This design comes from an exercise in tuning for small area and a short achievable clock period on the open sky130 flow, not from production work.
The RTL was checked by simulation tests, not by an equivalence proof against the original design.
No activity file was given, so power comes from the tool's default toggle rates.

==> flow/design.v (excerpt) <==
module fano_decoder#(
    parameter MAX_SH_W           = 256    
)(
    input                         clk,
    input                         reset_n,
    input                         i_vld,
    input [1                  :0] i_data,              
    input                         i_diff_en,
    input [7                  :0] i_delta_T,
    input [15                 :0] i_forward_step,
    output                        o_vld,
    output                        o_dec_sym
);
Size: ~4900 cells after synthesis.
clock: 11.0 ns
lec_check: 0
cap_margin: 20
core_margin: 2
core_utilization: 60
place_density: 0.75
setup_slack_margin: 5
slew_margin: 20
run.sh (not shown) runs the stock make flow with config.mk's settings and CLKGATE_MAP_FILE= SYNTH_SCRIPT=/design/flow/synth_recipe.tcl, a recipe that flattens the netlist after the stock synthesis.
Change:
--- a/flow/config.mk
+++ b/flow/config.mk
@@ -8,6 +8,5 @@
 export CAP_MARGIN = 20
 export CORE_MARGIN = 2
-export CORE_UTILIZATION = 60
-export PLACE_DENSITY = 0.75
-export SETUP_SLACK_MARGIN = 5
+export CORE_UTILIZATION = 40
+export PLACE_DENSITY = 0.6
 export SLEW_MARGIN = 20
Outcome: Maximum frequency decreases by 0.63%; sequential power is about the same; core utilization shrinks by 21 points; clock skew shrinks by 4.8 ps.

## delta
Another version of the RTL of fano_decoder (not shown whole).
For scale: about 4,800 cells after synthesis, ~1,200 flip-flops, ~32 I/O pins, ~55,000 µm² of cells after synthesis.
Design fano_decoder, start of the top module:
module fano_decoder#(
    parameter MAX_SH_W           = 256    
)(
    input                         clk,
    input                         reset_n,
    input                         i_vld,
    input [1                  :0] i_data,              
    input                         i_diff_en,
    input [7                  :0] i_delta_T,
    input [15                 :0] i_forward_step,
    output                        o_vld,
    output                        o_dec_sym
);
localparam        PMAX   = MAX_SH_W - 36;    
localparam [35:0] PMASK  = 36'hD354E3267;
localparam        AW     = PMAX + 2;         
localparam        SW     = PMAX + 1;         
localparam        NW     = 36;               
reg        nlocal_rst;
reg        in_vld;
reg        sh_en;          
reg [1:0]  in_data;
reg        diff_en;
reg [7:0]  dT;
reg [15:0] fstep;
always @(posedge clk) begin
    nlocal_rst <= reset_n;
    in_data    <= i_data;
    in_vld     <= reset_n & i_vld;
    sh_en      <= i_vld;
    diff_en    <= i_diff_en;
    dT         <= i_delta_T;
    fstep      <= i_forward_step;
end
reg                st_init, st_idle, st_mc, st_fm, st_bm;    
reg [3:0]          ph;           
reg                norm_en;
reg [7:0]          pointer;
reg [7:0]          ridx;         
reg [7:0]          nrx;          
reg [8:0]          fcnt;
reg [SW-1:0]       sh_d, sh_p;
reg [MAX_SH_W-1:0] decode_sh;
reg [AW-1:0]       A;
reg [NW-1:0]       W;            
reg signed [15:0]  T, Mp, Mc;
reg signed [15:0]  thr;          
reg                tup;          
reg                mp_ge;        
reg        diff0, diffm;         
reg        par;                  
reg        rdd, rdp;             
  ...
==> flow/config.mk <==
export PLATFORM = sky130hd
export DESIGN_NAME = fano_decoder
export DESIGN_NICKNAME = fano_decoder
export VERILOG_FILES = /design/flow/design.v
export SDC_FILE = /design/flow/constraint.sdc
export NUM_CORES = 4
export LEC_CHECK = 0
export CAP_MARGIN = 20
export CORE_MARGIN = 2
export CORE_UTILIZATION = 55
export PLACE_DENSITY = 0.7
export SLEW_MARGIN = 20
==> flow/constraint.sdc <==
create_clock -name core_clock -period 11.0 [get_ports {clk}]
set_input_delay 2.2000 -clock core_clock [delete_from_list [all_inputs] [get_ports {clk}]]
set_output_delay 2.2000 -clock core_clock [all_outputs]
set_load 0.01 [all_outputs]
standard.sh (not shown) runs the stock make flow with config.mk's settings and CLKGATE_MAP_FILE= SYNTH_SCRIPT=/design/flow/synth_recipe.tcl, a recipe that flattens the netlist after the stock synthesis.
==> flow/flow/run.sh <==
#!/bin/bash
set -euo pipefail
bash standard.sh SETUP_SLACK_MARGIN=7.7 finish > standard_flow.log 2>&1
Having completed the whole flow, delta delivered a layout that passed the timing, DRC and antenna checks.
The following lists how beta was set up differently from delta:
Settings: an added CTS_CLUSTER_DIAMETER of 100; an added CTS_CLUSTER_SIZE of 20.
[summary]
Looking at number of cells upsized or downsized after cts, beta sits 10 lower than delta does.
Highest routing layer actually used = met5: delta; highest routing layer actually used = met4: beta
beta against delta; final wirelength is down slightly.
The sum of internal, switching and leakage power in beta is 0.835 times that in delta.
The final critical-path share of the clock period in beta sits 0.81 points below the value recorded for delta.
beta gives less global-route usage than delta did.

## garnet
fano_decoder, a different RTL version from the one above (not shown whole).
Size in the first run: ~4800 cells after synthesis, ~1200 flip-flops, ~32 I/O pins.
clock: 11.0 ns
lec_check: 0
cap_margin: 20
core_margin: 2
core_utilization: 70
cts_cluster_diameter: 100
cts_cluster_size: 20
place_density: 0.8
slew_margin: 20
Scripts as last shown in full above: flow/flow/run.sh
garnet went all the way through the flow, and no timing, DRC or antenna check failed.
#### Input delta (ember over garnet)
- changing PLACE_DENSITY from 0.8 to 0.7
- changing CORE_UTILIZATION from 70 to 55
ember completed every stage of the flow, and the final layout passed the timing, DRC and antenna checks.
Compared garnet against ember; final net count within noise.
Relative to garnet, sequential share of layout area decreased by 0.40 points in ember.
Going from garnet to ember, final design area excluding fillers climbed 0.71%; fraction of met3 tracks used by global routing dropped 1.2 points.
Going from garnet to ember, shortest period the worst path allows grows by 110 ps.

P:
Another version of the RTL of fano_decoder (not shown whole).
Size: ~4900 cells after synthesis, about 1200 flip-flops, about 32 I/O pins.
==> flow/config.mk <==
export PLATFORM = sky130hd
export DESIGN_NAME = fano_decoder
export DESIGN_NICKNAME = fano_decoder
export VERILOG_FILES = /design/flow/design.v
export SDC_FILE = /design/flow/constraint.sdc
export NUM_CORES = 4
export LEC_CHECK = 0
export CAP_MARGIN = 20
export CORE_MARGIN = 2
export CORE_UTILIZATION = 55
export CTS_CLUSTER_DIAMETER = 100
export CTS_CLUSTER_SIZE = 20
export PLACE_DENSITY = 0.7
export SLEW_MARGIN = 20
==> flow/constraint.sdc <==
create_clock -name core_clock -period 11.0 [get_ports {clk}]
set_input_delay 2.2000 -clock core_clock [delete_from_list [all_inputs] [get_ports {clk}]]
set_output_delay 2.2000 -clock core_clock [all_outputs]
set_load 0.01 [all_outputs]
Scripts as last shown in full above: flow/flow/run.sh
Changes in Q relative to P:
- removing CTS_CLUSTER_SIZE (formerly 20)
- removing CTS_CLUSTER_DIAMETER (formerly 100)
==> run notes <==
- Comparing Q and P, the lower final non-filler cell area was measured on P.
- Going from P to Q, register share of the cell area shrinks by 1.7 points.
- P -> Q: clock skew flat

==> port drivers added, routing unchanged <==
How much do the figures lean on ideal ports? The routed layouts below were timed once more, with nothing changed but the port constraints. Step 1, drivers: a clkbuf_16 drives clk and a buf_2 each remaining input, both assumed. Step 2 times the ports against the registers' clock, not the clock port: input delays grow and output delays shrink by t, the midpoint of the rising clock arrivals with the driver on. Three values: no drivers, after step 1, after step 2; two values: the first two.
run	shift t [ns]	setup slack, ns	worst setup path after step 2	clock arrival spread, ns	worst slew at a driven data input, ns
the first run of note 1	0.798	5.809 / 5.809 / 5.809	register to register	0.064 / 0.064	0.04
the second run of note 1	0.825	5.777 / 5.777 / 5.777	register to register	0.068 / 0.067	0.04
delta	0.826	7.519 / 7.443 / 7.778	register to register	0.034 / 0.034	0.08
beta	0.735	7.609 / 7.538 / 7.782	register to register	0.035 / 0.036	0.09
garnet	0.716	7.619 / 7.547 / 7.703	register to register	0.035 / 0.034	0.08
ember	0.730	7.510 / 7.432 / 7.735	register to register	0.032 / 0.031	0.06
P	0.750	7.471 / 7.471 / 7.471	register to register	0.049 / 0.049	0.05
Q	0.809	7.496 / 7.425 / 7.620	register to register	0.046 / 0.046	0.05
After both steps setup and hold are still met in every run listed.
